What follows belongs to an exercise in optimizing a design on an open flow for small area, a short achievable clock period and few clock cycles per item; a production flow would make more cautious choices. Only simulation tests tie the RTL to the original design; equivalence was not proved.

$ cat design/flow/design.v
module calc(clk,rst,A,B,C,pushA,stopA,pushB,stopB,pushC,stopC,Z,pushZ);
  input [31:0] A,B,C;
  input pushA,pushB,pushC;
  output stopA,stopB,stopC;
  output [31:0] Z;
  output pushZ;
  input clk,rst;
  reg [2:0] seen,seen_d,newin;
  reg all_in,all_in_d,all_in1,all_in2,all_in3,all_in4,all_in5,all_in6,all_in7;
  integer captA,captA_d,captB,captB_d,captC,captC_d;
  integer res,res_d;
  reg _stopA,_stopB,_stopC;
  reg pushOut;
  reg[31:0] s01,s02,s03,s11,s12,s13,s14,s15,s16,s17,s21,s22,s23,s24,s25,s26,s27,s30,s31,s32,s33,s34,s41,s42,s43,s51,s52,s61,res_temp;
  reg[31:0] f01,f02,f03,f11,f12,f13,f14,f15,f16,f17,f21,f22,f23,f24,f25,f26,f27,f30,f31,f32,f33,f34,f41,f42,f43,f51,f52;
  assign stopA=_stopA;
  assign stopB=_stopB;
  assign stopC=_stopC;
  assign pushZ=pushOut;
  assign Z = res;
  always @(posedge(clk) or posedge(rst)) begin
     if(rst) begin
       seen <=0;
       captA <=0;
       captB <=0;
       captC <=0;
       all_in <= 0;
       pushOut <= 0;
       res <= 0;
       f01 <=0;
       f02 <= 0;
       f03 <=0;
       f11 <=0;
       f12<= 0;
       f13 <= 0;
       f14<=0;
       f15<=0;
       f16<=0;
       f17<=0;
       f21<=0;
       f22<=0;
       f23<=0;
       f24<=0;
       f25<=0;
       f26<=0;
       f27<=0;
       f30<=0;
       f31<=0;
       f32<=0;
       f33<=0;
       f34<=0;
       f41<=0;
       f42<=0;
       f43<=0;
       f51<=0;
       f52<=0;
       res_d <= 0;
       all_in1 <=0;
       all_in2 <=0;
       all_in3 <=0;
       all_in4 <=0;
       all_in5 <=0;
       all_in6 <=0;
       all_in7 <=0;
     end else begin
       seen<= seen_d;
       captA <= captA_d;
       captB <= captB_d;
       captC <= captC_d;
       f01 <= s01;  
       f02 <= s02;  
       f03 <= s03;  
       f11 <= s11;   
       f12 <= s12; 
       f13 <= s13;  
       f14<= s14;  
       f15<= s15;  
       f16 <= s16;  
       f17 <= s17;  
       f21 <= s21;  
       f22 <= s22;  
       f23 <= s23;  
       f24 <= s24;  
       f25 <= s25;  
       f26 <= s26;  
       f27 <= s27; 
       f30 <= s30; 
       f31 <= s31;  
       f32 <= s32; 
       f33 <= s33; 
       f34 <= s34; 
       f41 <= s41;  
       f42 <=s42;   
       f43 <= s43;  
       f51 <= s51;  
       f52 <= s52;  
       res_d <= res_temp; 
       all_in <= all_in_d;
       all_in1 <= all_in;
       all_in2 <= all_in1;
       all_in3 <= all_in2;
       all_in4 <= all_in3;
       all_in5 <= all_in4;
       all_in6 <= all_in5;
       all_in7 <= all_in6;
       pushOut <= all_in7;
       res <= res_d;
     end
  end
  always @(*) begin
    captA_d = captA;
    captB_d = captB;
    captC_d = captC;
    all_in_d=0;
    newin = {pushA,pushB,pushC} & ~seen;
    seen_d = newin | seen;
    if(newin[2]) captA_d = A;
    if(newin[1]) captB_d = B;
    if(newin[0]) captC_d = C;
    if( (newin | seen)==3'b111) begin
      seen_d=0;
      all_in_d=1;
    end
    _stopA=seen[2];
    _stopB=seen[1];
    _stopC=seen[0];
  end
  always @(*) begin
      s01=captA;      
      s02=captB;      
      s03=captC;       
      s11=f01;   
      s12=f01*f01;   
      s13=f02;    
      s14=f02*f02;    
      s15=f03*f03;  
      s16=f01*f03;  
      s17=f02*f03;    
      s21=f11; 	       
      s22=f11*f13;    
      s23=f12*f11;  
      s24=f12*f17;  
      s25=f15;  
      s26=f13*f14;  
      s27=f16+f17;  
      s30=f21; 
      s31=f23*f21;  
      s32=f26+f27;  
      s33=f24+f22;  
      s34=f25;  
      s41=f31*f30;   
      s42=f32;  
      s43=f33+f34; 
      s51= f41+f42;  
      s52 = f43;  
      s61 = (f51+f52);   
      res_temp = s61;
  end
endmodule
$ cat design/flow/run.sh
#!/bin/bash
# synth_recipe.tcl (not shown) runs the flow's synth.tcl, then flattens the netlist and writes it again
# the make line also repeats each setting of config.mk as NAME=value (left out here)
make -C /OpenROAD-flow-scripts/flow DESIGN_CONFIG=/design/flow/config.mk WORK_HOME=/design/flow/orfs CLKGATE_MAP_FILE= SYNTH_SCRIPT=/design/flow/synth_recipe.tcl finish
$ cat design/flow/config.mk
export PLATFORM = sky130hd
export DESIGN_NAME = calc
export DESIGN_NICKNAME = calc
export VERILOG_FILES = /design/flow/design.v
export SDC_FILE = /design/flow/constraint.sdc
export NUM_CORES = 4
export LEC_CHECK = 0
export CAP_MARGIN = 20
export CORE_MARGIN = 2
export CORE_UTILIZATION = 40
export SLEW_MARGIN = 20
$ cat design/flow/constraint.sdc
create_clock -name core_clock -period 9.0 [get_ports {clk}]
set_input_delay 1.8000 -clock core_clock [delete_from_list [all_inputs] [get_ports {clk}]]
set_output_delay 1.8000 -clock core_clock [all_outputs]
set_load 0.01 [all_outputs]
==> results.txt <==
fin crit share=0.897; most area-hungry cell type in the Yosys netlist=fa_1; Longest Clk Path Bufs=4; Worst Skew=63.3 ps; Post-synth EDFFs=0; post-synthesis sequential area ratio=0.129; post_cts resized=0; GRT Resource Usage Total=0.247; Via Count=137k; IO buf count=136; Crit path arrival time=8840 ps; largest net degree at the start of global routing=169; fraction of registers with async set/reset=1.00; run status=finished clean; chip height=710 um; FF-to-FF End=f15[31]$_DFF_PP0_; Clk Latency, worst-skew pair=870 ps; fill count=48.1k; Seq cells post-synth=1027; ANT nets after route=0; Post-DP HPWL=485000 um; multi-input combinational cell area=153000 um^2; count of cell types in the netlist=105; Die X=710 um; H-tree Lvls=4; Netlist Area Pre-Place=199000 um^2; Hold Vio Cnt, Final=0; ys flop type=dfrtp_1; final WL=604000 um; total I/O pin count=137; dpl ws=952 ps; Area growth syn-to-layout=7.21%; MaxCap Viol Count=0; FF/Latch Area=25800 um^2; WHS Path Cells=0; critical path, cell by cell=buf_4 -> and2_1 -> inv_1 -> fa_1 -> fa_1 -> inv_1 -> fa_1 -> inv_1 -> fa_1 -> inv_1 -> ha_1 -> ha_1 -> fa_1 -> fa_1 -> ha_1 -> a21o_1 -> a21oi_1 -> nand2_1 -> o211ai_1 -> o221ai_1 -> a41oi_1 -> o21ai_1 -> o41ai_1 -> xnor2_1; Std-Cell Rows=259; Syn Area/Cell=9.76 um^2; first-pass GRT wire length=939000 um; vias in the first global route=151k; # setup viols final=0; r2r setup slk=930 ps; GR Overflow Total=0; CP Launch Type=register; Synth area leaders=fa_1, dfrtp_1, ha_1; Reg2Reg Depth=24; Core Area=497000 um^2; proportion of layout cells with a drive suffix above 1=0.0426; Remaining DRCs=0; CTS tree=done; Slew headroom=0.0653; Tmin final=8070 ps; HP Class=register to register; CP Buf/Inv Count=5; Setup WS post-layout=929 ps; family with the most delay on the worst path=adder cells; worst slew pin tran=1390 ps; f_max=0.124 GHz; CTS Hold Bufs=0; DR vias/cell=5.07; r2r startpoint=f03[4]$_DFF_PP0_; cell mode on critical path=fa_1; Slew Limit Fails=0; CP max FO=52; TritonCTS buffer count=139; warnings from Yosys=1; Worst setup EP type=register; root buf cell=clkbuf_16; CP required=9770 ps; CP peak stage delay=660 ps; starting density of the core=0.401; antenna violations before repair=82; Avg WL per Cell=22.3 um; DR iter-0 viols=9912; fin nets=26.2k; top-area cell type share of the netlist area=0.433; worst hold margin=341 ps; Die ar.=504000 um^2; RSZ-0062 raised after global routing=false; Crit-path slowest cell=dfrtp_2; DRT Pass-1 Iters=6; synthesized instance count=20.4k; Reg clk slew, reported paths=60 ps; most common cell in the netlist=inv_1; synth cell count leaders=inv_1, fa_1, and2_1; total clock sinks=1027; gpl congestion=0.959; Hold Path Sink=f34[22]$_DFF_PP0_; post-CTS setup buffers=0; Min-Delay Startpoint=f25[22]$_DFF_PP0_; Crit Path Class=register to register
## placed cells by master, fill, tap and decap left out, types with 185 or more instances in the layout
cell | netlist | layout
fa_1 | 4308 | 4308
a21o_1 | 194 | 194
a21oi_1 | 390 | 390
xor2_1 | 225 | 223
nand2_1 | 2376 | 2376
o21ai_0 | 185 | 185
buf_4 | 0 | 361
inv_1 | 4453 | 4452
nor2_1 | 351 | 350
and2_1 | 2572 | 2572
xnor2_1 | 777 | 775
ha_1 | 1591 | 1591
dfrtp_1 | 1027 | 946
## per-layer routing
layer	up-vias	GRT usage	part of all wire
met5	-	0	0.00026
met4	24	0.0982	0.049
met3	1107	0.0429	0.072
met2	4495	0.409	0.47
met1	71813	0.322	0.40
li1	59517	-	-
## cell families (layout without fill, tap and decap cells)
group / Yosys count / after routing / share of synthesized area
muxes: 104 / 104 / 0.00583
adders and majority gates: 5899 / 5899 / 0.533
DFF: 1027 / 1027 / 0.129
and+or+nand+nor: 5738 / 5738 / 0.145
other: 2 / 135 / 0.0000377
xor gates and xnor gates: 1002 / 1002 / 0.0440
AOI/OAI and AO/OA: 1252 / 1252 / 0.0412
buffers and inverters: 5392 / 5217 / 0.102
## worst max path at each step
stage	startpoint	to	slack, ps	cells after the start
2_1_floorplan	rst	all_in$_DFF_PP0_	-6960	1
3_3_place_gp	f03[4]$_DFF_PP0_	f15[31]$_DFF_PP0_	1060	23
3_5_place_dp	f30[6]$_DFF_PP0_	f41[31]$_DFF_PP0_	950	21
4_1_cts	f30[6]$_DFF_PP0_	f41[31]$_DFF_PP0_	910	21
5_1_grt	f03[4]$_DFF_PP0_	f15[31]$_DFF_PP0_	530	23
6_report	f03[4]$_DFF_PP0_	f15[31]$_DFF_PP0_	930	24
## stage by stage
stage                      TNS, ps  cell area [um^2]  std cells  utilization
after CTS                        0            213000      26930        0.429
after floorplan           -7143710            199000      20450            -
after global routing             0            213000      26934        0.429
final                            0            214000      27029        0.430
after detailed placement         0            209000      26687        0.420
after global placement           0            209000      26687        0.420
## area by class of cell
cell class	instances	area share
Clock inverter	66	0.00360
Timing Repair Buffer	510	0.0203
Multi-Input combinational cell	14031	0.719
Clock buffer	177	0.0181
Inverter	4464	0.0785
Antenna cell	99	0.00116
Sequential cell	1027	0.121
Tap cell	6655	0.0390
## worst reg2reg max path, stage by stage, from the launching register on
cell	delay (ps)
dfrtp_2	660
buf_4	610
and2_1	320
inv_1	70
fa_1	500
fa_1	510
inv_1	50
fa_1	490
inv_1	50
fa_1	530
inv_1	40
ha_1	260
ha_1	290
fa_1	510
fa_1	410
ha_1	360
a21o_1	180
a21oi_1	190
nand2_1	90
o211ai_1	420
o221ai_1	360
a41oi_1	430
o21ai_1	150
o41ai_1	310
xnor2_1	170
Testbench counts, summed over its fixed seeds: cycles 16,064, items 16,000.

port drivers added, routing unchanged:
The flow's constraints put no driver on any port. The routed layout listed below was extracted and timed again, unchanged, in two steps.
Step 1 (the two cells are an assumption about what drives the block):
set clk [get_ports {clk}]
set_driving_cell -lib_cell sky130_fd_sc_hd__clkbuf_16 $clk
set_driving_cell -lib_cell sky130_fd_sc_hd__buf_2 [delete_from_list [all_inputs] $clk]
Step 2 times the ports against the registers' clock, not the clock port: input delays grow and output delays shrink by t, the midpoint of the rising clock arrivals with the driver on.
a / b / c = ideal ports / drivers / drivers and shift; a / b = the first two.
t, ns: 0.945
setup WS [ns]: 0.929 / 0.929 / 0.929
worst slew at a driven data input, ns: 0.13
After both steps this run still meets setup and hold. For this run, drivers alone change the setup slack by 0.000 ns; drivers and shift together by 0.000 ns.
